This is an optimization exercise on Yosys and OpenROAD, whose aim is small area, a short achievable clock period and few clock cycles per item, not a production implementation.
Only simulation tests tie the RTL to the original design; equivalence was not proved.
Power is estimated from default activity; no workload was simulated.

$ cat config.mk
export PLATFORM = sky130hd
export DESIGN_NAME = matrixMultiplier
export DESIGN_NICKNAME = matrixMultiplier
export VERILOG_FILES = /design/flow/design.v
export SDC_FILE = /design/flow/constraint.sdc
export NUM_CORES = 4
export LEC_CHECK = 0
export CAP_MARGIN = 20
export CORE_MARGIN = 2
export CORE_UTILIZATION = 40
export SLEW_MARGIN = 20
$ cat constraint.sdc
create_clock -name core_clock -period 10.0 [get_ports {clk}]
set_input_delay 2.0000 -clock core_clock [delete_from_list [all_inputs] [get_ports {clk}]]
set_output_delay 2.0000 -clock core_clock [all_outputs]
set_load 0.01 [all_outputs]
$ cat design.v
`timescale 1ns / 1ps
module Adder(input[17:0] a, input[17:0] b, output reg[17:0] out);
   always @(a or b)
    begin
      out = a + b;
     end
endmodule
`timescale 1ns / 1ps
(*ram_style ="block"*)
module Memory18  (input clk, input rst, input[17:0] data_in,input[4:0] addr,input memWrite,input memRead, output reg[17:0] out);
 reg [17:0] dataMem [8:0];    
 integer i;
 always@(posedge clk, posedge rst)
  begin
    if(rst)
      begin
        for(i = 0; i< 9 ; i = i + 1)
          dataMem[i] <= 18'd0;
      end
   else if(memWrite) begin
      dataMem[addr] <= data_in;
      end 
  end
 always@ (*)
  begin
    if(memRead && addr <= 5'd8)
      out = dataMem[addr];
		else
		begin out = 18'd0; end
  end
endmodule
`timescale 1ns / 1ps
(*ram_style ="block"*)
module Memory8 (input clk, input rst, input[7:0] data_in,input[4:0] addr,
                 input memWrite,input memRead, output reg[7:0] out);
 reg [7:0] dataMem [17:0];    
 integer i;
 always@(posedge clk, posedge rst)
  begin
    if(rst)
      begin
        for(i = 0; i< 18 ; i = i + 1)
          dataMem[i] <= 8'd0;
      end
    else if(memWrite)
      dataMem[addr] <= data_in;
  end
 always@ (*)
  begin
    if(memRead) begin
      out = dataMem[addr];
      end
		else
		begin out = 8'd0; end
  end
endmodule
`timescale 1ns / 1ps
module MultOperand(input clk, input rst, input[7:0] data_in, input Write, output[7:0] out);
   reg[7:0] data;
   always@(posedge clk)
    begin
      if(rst)
        data <= 8'd0;
      if(Write)
        data <= data_in;
    end
  assign out = data;
endmodule
module Multiplier(input [7:0] a, input [7:0] b, output [17:0] out);
  assign out = a * b;
endmodule
`timescale 1ns / 1ps
module Res(input clk, input rst,input clearRes, input[17:0] data_in, input Reswrite, output[17:0] res_out);
  reg[17:0] data;
   always@(posedge clk)
    begin
      if(rst)
        data<= 18'd0;
      if(clearRes)
	data <= 18'd0;
      if(Reswrite)
        data <= data_in;
     end
  assign res_out = data;
endmodule
`timescale 1ns / 1ps
module controller(input st,rst,clk,output reg memin_read,memin_write,Awrite,Bwrite,Reswrite,memout_read,
                  memout_write,clearRes,done , output reg[4:0]addr , output reg[4:0]addr18 ,output reg[1:0]part);
reg [3:0] ps;
reg [3:0] ns;
reg [4:0] count18;
wire c18 = (count18 == 5'd17);
reg [1:0] count3;
wire c3 = (count3 == 2'd2);
reg [3:0] count9;
wire c9 = (count9 == 4'd8);
reg [4:0] count27;
wire c27 = (count27 == 5'd26);
always@( * ) begin
  ns = 4'd0;
  case(ps)
  4'b0000: ns = (st)? 4'b0001 : 4'b0000;
  4'b0001: ns = (~st)? 4'b0010 : 4'b0001;
  4'b0010: ns = (c18)? 4'b0011 : 4'b0010;
  4'b0011: ns = 4'b0100;
  4'b0100: ns = 4'b0101;
  4'b0101: ns = 4'b0110;
  4'b0110: ns = (c3) ? 4'b0111 : 4'b0011;
  4'b0111: ns=4'b1000;
  4'b1000: ns = (c9)?4'b1001 : 4'b0011;
  4'b1001: ns = 4'b1010;
  4'b1010: ns = (c27)? 4'b0000 : 4'b1010;
  default: ns = 4'b0000;
  endcase
end
always@( * ) begin
  memin_read=0;
  memin_write=0;
  Awrite=0;
  Bwrite=0;
  Reswrite=0;
  memout_read=0;
  memout_write=0;
  clearRes=0;
  done=0;
  addr = 5'd0; addr18 = 5'd0; part = 2'd0;
  case(ps)
  4'b0000: begin clearRes = 1; end
  4'b0010: begin
           memin_write = 1;
           addr = count18;
           end
  4'b0011: begin
           memin_read = 1;
           Awrite = 1;
           if ( count9 < 4'd3)
          	 addr = {3'd0, count3};
	   else if ( count9 < 4'd6 )
	  	 addr = 5'd3 + count3;
	   else
	  	 addr = 5'd6 + count3;
           end
  4'b0100: begin
           memin_read = 1;
           Bwrite = 1;
	   if ( count9 < 4'd3)
	   	addr = (count3*3) + count9 + 9;
	   else if ( count9 < 4'd6 )
		addr = (count3*3) + count9 + 6;
	   else
		addr = (count3*3) + count9 + 3;
          end
  4'b0110: begin
           Reswrite = 1;
           end
  4'b0111: begin memout_write = 1; addr18 = {1'b0, count9}; end
  4'b1000: begin
          clearRes = 1;
          end
  4'b1001: begin done = 1; end
  4'b1010: begin
          memout_read =1;
          if( count27 < 5'd3)
            addr18 = 5'd0;
          else if  ( count27 < 5'd6)
            addr18 = 5'd1;
          else if  ( count27 < 5'd9)
            addr18 = 5'd2;
          else if  ( count27 < 5'd12)
            addr18 = 5'd3;
          else if  ( count27 < 5'd15)
            addr18 = 5'd4;
          else if  ( count27 < 5'd18)
            addr18 = 5'd5;
          else if  ( count27 < 5'd21)
            addr18 = 5'd6;
          else if  ( count27 < 5'd24)
            addr18 = 5'd7;
          else
            addr18 = 5'd8;
           part = count27-(addr18*3);
       end
  default: ;
  endcase
end
always@(posedge clk , posedge rst) begin
  if(rst) begin
    count18 <= 5'd0; count3 <= 2'd0; count9 <= 4'd0; count27 <= 5'd0;
  end
  else begin
    case(ps)
    4'b0000: begin count18 <= 5'd0; count3 <= 2'd0; count9 <= 4'd0; count27 <= 5'd0; end
    4'b0010: count18 <= (c18) ? 5'd0 : count18 + 5'd1;
    4'b0110: count3 <= (c3) ? 2'd0 : count3 + 2'd1;
    4'b1000: count9 <= (c9) ? 4'd0 : count9 + 4'd1;
    4'b1010: count27 <= (c27) ? 5'd0 : count27 + 5'd1;
    default: ;
    endcase
  end
end
always@(posedge clk , posedge rst) begin
  if(rst) ps<= 4'b0;
  else ps <= ns;
end
endmodule
`timescale 1ns / 1ps
module dp  (input clk, input rst, input memin_read,input memin_write,
            input memout_read, input memout_write,
            input Reswrite, input Awrite, input Bwrite, input clearRes,
            input[4:0] addr, input[7:0] data_in , input[4:0]memout_addr,input[1:0]part,
	    output [7:0]Dataout
    );
    wire[17:0] add_res, res_out, memout_out, mult_res;
    wire [7:0] memin_out, A_out, B_out;
    Adder add(res_out, mult_res, add_res);
    Res result(clk, rst, clearRes, add_res, Reswrite, res_out);
    MultOperand A(clk, rst, memin_out, Awrite,A_out);
    Multiplier mult (A_out, B_out, mult_res);
    Memory8 memin(clk, rst, data_in, addr, memin_write, memin_read, memin_out);
    Memory18 memout(clk, rst, res_out, memout_addr, memout_write, memout_read, memout_out);
    MultOperand B(clk, rst, memin_out, Bwrite, B_out);
 assign Dataout = part[0]? memout_out[15:8]:
						part[1]? {6'd0,memout_out[17:16]}:
						(~(part[0]||part[1]))? memout_out[7:0]:
						8'b0;
endmodule
`timescale 1ns / 1ps
module matrixMultiplier(input st,rst,clk  , input[7:0] data_in   , output  done ,output [7:0]dataout);
    wire Reswrite,Awrite,Bwrite,memin_read,memin_write,memout_read,memout_write;
    wire clearRes;
    wire[4:0]addr;
    wire[4:0]addr18;
     wire[1:0] part;
   dp  datapath(clk,rst,memin_read,memin_write,memout_read,memout_write,Reswrite,Awrite,Bwrite,clearRes,addr,data_in,addr18, part,dataout);
   controller control(st,rst,clk,memin_read,memin_write,Awrite,Bwrite,Reswrite,memout_read,memout_write,clearRes,done,addr,addr18 , part);
endmodule
$ cat run.sh
#!/bin/bash
# synth_recipe.tcl (not shown) runs the flow's synth.tcl, then flattens the netlist and writes it again
# the make line also repeats each setting of config.mk as NAME=value (left out here)
make -C /OpenROAD-flow-scripts/flow DESIGN_CONFIG=/design/flow/config.mk WORK_HOME=/design/flow/orfs CLKGATE_MAP_FILE= SYNTH_SCRIPT=/design/flow/synth_recipe.tcl finish
==> results.json <==
{
  "chipWidth_um": 227,
  "r2r-end": "datapath.memin.dataMem[9][5]",
  "worstSkewPairLatency_ps": 570,
  "ys_async_sr_fraction": 0.906,
  "ys_types": 88,
  "antenna_found_initial": 0,
  "area_growth_pct": 11.0,
  "syn_avg_cell_area_um2": 11.2,
  "grt_max_degree": 75,
  "yosys_warnings": 8,
  "p_leak_nw": 9.96,
  "powerDensity_nw_per_um2": 169,
  "grt_pass1_vias": 14500,
  "r2r_start": "control.count9[1]",
  "ys_seq_area_frac": 0.460,
  "ys_ff_latch": 360,
  "holdBufCountCts": 0,
  "cp-start-kind": "flop",
  "dieArea_um2": 51700,
  "firstDrtPassIters": 7,
  "path_clk_slew_ps": 60,
  "p_clk_frac": 0.414,
  "slew_violations": 0,
  "cp.arrival_ps": 5520,
  "worstPathMaxFanout": 20,
  "clkSinkCount": 360,
  "setup_tns_ps": 0,
  "ys.flop_type": "dfrtp_1",
  "grt-ovfl-total": 0,
  "rsz0062_at_grt": "no",
  "ff2ff_path_depth": 12,
  "synthMuxAreaShare": 0.169,
  "yosys-top-cells-area": "dfrtp_1 41%, mux2_2 16%, fa_1 5.2%",
  "min_path_cells": 2,
  "power_switching_mw": 0.970,
  "most-common-layout-cells": "326 x dfrtp_1, 282 x mux2_2, 167 x nand2_1, 92 x o21ai_0, 90 x inv_1",
  "p_int_mw": 2.77,
  "drt-wirelength-per-cell_um": 21.6,
  "synthesis.area_um2": 20000,
  "r2r_slack_ps": 4440,
  "synth_area_leader_cell": "dfrtp_1",
  "seqPwrFrac": 0.444,
  "maxCapViolCount": 0,
  "synth_edf_count": 34,
  "cts_resized": 0,
  "htreeDepth": 2,
  "max_clock_freq_ghz": 0.133,
  "finalSetupViolations": 0,
  "io_buffers": 19,
  "whs_ps": 485,
  "drt_iter0_drc": 1295,
  "yosysTopAreaCellShare": 0.409,
  "peakVddDrop_mv": 0.115,
  "nets": 1897,
  "drive_gt1_frac": 0.222,
  "switching_share": 0.259,
  "end_kind": "output port",
  "syn_nets": 1907,
  "cts_buffer_depth": 3,
  "final_common_cell": "dfrtp_1",
  "root_buffer": "clkbuf_16",
  "core-area_um2": 49200,
  "fillerInstances": 4534,
  "fp.dieH_um": 227,
  "avgViaCountPerCell": 5.74,
  "worst-setup-path-type": "reg -> out",
  "antenna_cells": 0,
  "critPathRequiredTime_ps": 8000,
  "slew-limit-headroom": 0.259,
  "num_rows": 81,
  "grtUsageTotal": 0.211,
  "synth_xor_area_frac": 0.0101,
  "post_cts_buffers": 0,
  "drc": 0,
  "whs_endpoint": "datapath.memout.dataMem[3][7]",
  "finalHoldViolCount": 0,
  "skew_ps": 36.0,
  "tritoncts": "built",
  "outcome": "finished clean",
  "synthSimpleGateAreaFrac": 0.117,
  "grt_pass1_wl_um": 83900,
  "tightest_slew_ps": 1110,
  "dp_hpwl_um": 36100,
  "gp_congestion": 0.885,
  "finalCritPeriodShare": 0.752,
  "wirelength_um": 53200,
  "netlist_instances": 1780,
  "floorplan.initialDensity": 0.406,
  "io_pins": 20,
  "ant_nets": 0,
  "via_count": 14100,
  "period_minus_slack_ps": 7520,
  "min_path_type": "reg -> reg",
  "synth-compound-area-share": 0.112,
  "hp-start": "datapath.memout.dataMem[3][7]",
  "synthAdderAreaFrac": 0.0927,
  "cts_buffers": 42,
  "synth_top_family_by_area": "multiplexers",
  "combPwrFrac": 0.142
}
[area by class of cell]
cell class                      instances  area, um^2  share of cell area
Sequential cell                       360        9180               0.414
Clock inverter                         15         166             0.00751
Clock buffer                           59        1230              0.0553
Timing Repair Buffer                   42         370              0.0167
Inverter                               92         349              0.0157
Tap cell                              664         831              0.0375
Multi-Input combinational cell       1232       10000               0.453
[layer usage]
metal  global-route usage  up-vias  wire length, um
met5                    0        -                0
met4               0.0603        0             1300
met3               0.0385       91             3310
met2                0.348      465            25000
met1                0.283     7197            23600
li1                     -     6379                -
[state kept, by name, indices dropped and copies added, names as in the netlist]
| name | count |
|---|---|
| datapath.memin.dataMem | 144 |
| datapath.result.data | 18 |
| control.count27 | 5 |
| control.count3 | 2 |
| datapath.B.data | 8 |
| control.count9 | 4 |
| control.count18 | 5 |
| datapath.memout.dataMem | 162 |
| control.ps | 4 |
| datapath.A.data | 8 |
[metrics by stage]
stage / instance area, um^2 / util / instances / power (mW) / setup slack (ps)
CTS: 22100 / 0.451 / 2462 / 3.78 / 2540
detailed placement: 20800 / 0.422 / 2388 / 2.22 / 3180
global placement: 20800 / 0.422 / 2388 / 2.21 / 3330
finish: 22200 / 0.451 / 2464 / 3.74 / 2480
floorplan: 20000 / - / 1780 / 2.09 / 887
global route: 22200 / 0.451 / 2464 / 3.93 / 2170
[synth_stat cells (9+ instances only)]
cell	count
o21ai_0	92
xor2_1	9
a221oi_1	14
nor2_1	70
and2_1	48
edfxtp_1	34
a22oi_1	35
mux2i_1	18
ha_1	64
nand2_1	167
buf_2	43
nor3_1	26
a2111oi_0	9
fa_1	52
and3_1	11
dfrtp_1	326
nand3_1	77
xnor2_1	14
a22o_1	23
clkbuf_1	45
mux2_2	282
inv_1	91
a21oi_1	45
[critical path, cell delays in order (launching register included)]
cell and delay [ps]:
dfrtp_1 730, nor4bb_2 980, a22o_1 430, and2_1 620, and3_1 720, nand2_1 150
nand3_1 120, a2111oi_0 80, o32ai_1 490, clkdlybuf4s50_1 620
[worst max path at each step]
stage	endpoint	startpoint	depth (start not counted)
2_1_floorplan	datapath.result.data[0]	rst	2
3_3_place_gp	dataout[5]	control.ps[1]	9
3_5_place_dp	dataout[5]	control.ps[1]	9
4_1_cts	dataout[5]	control.ps[3]	9
5_1_grt	dataout[1]	control.ps[1]	10
6_report	dataout[5]	control.ps[3]	9
[kinds of logic (layout without fill, tap and decap cells)]
logic type | count (synthesis) | in the layout
AND/OR/NAND/NOR | 470 | 470
multiplexers | 301 | 301
adder cells (fa/ha/maj) | 117 | 117
buffers and inverters | 188 | 208
AO/OA/AOI/OAI | 321 | 321
flip-flops | 360 | 360
XOR/XNOR | 23 | 23
[power groups by stage]
stage,Clock (mW),Sequential [mW],Combinational [mW]
finish,1.55,1.66,0.531
global route,1.64,1.67,0.613
CTS,1.58,1.66,0.538
global placement,0,1.69,0.519
detailed placement,0,1.69,0.534
floorplan,0,1.66,0.429
Testbench counts, summed over its fixed seeds: cycles 27,840, items 160.

[re-timing with driven ports]
The flow's constraints put no driver on any port. The routed layout listed below was extracted and timed again, unchanged, in two steps. Step 1 assumes that a clkbuf_16 drives the clock port and a buf_2 every other input. Step 2 moves the port delays by t, midway between the first and last clock arrival at a register: inputs arrive t later, outputs are due t later. That takes back most of the time a late clock gives input paths. a / b / c = ideal / step 1 / step 2; a / b = the first two.
shift t [ns]: 0.605
slack for setup (ns): 2.476 / 2.423 / 3.027
clock arrival spread, ns: 0.037 / 0.037
worst register clock-pin slew, ns: 0.06 / 0.06
After both steps setup and hold are still met in this run. The setup slack of this run moves by -0.053 ns with the drivers and by +0.551 ns with both steps.
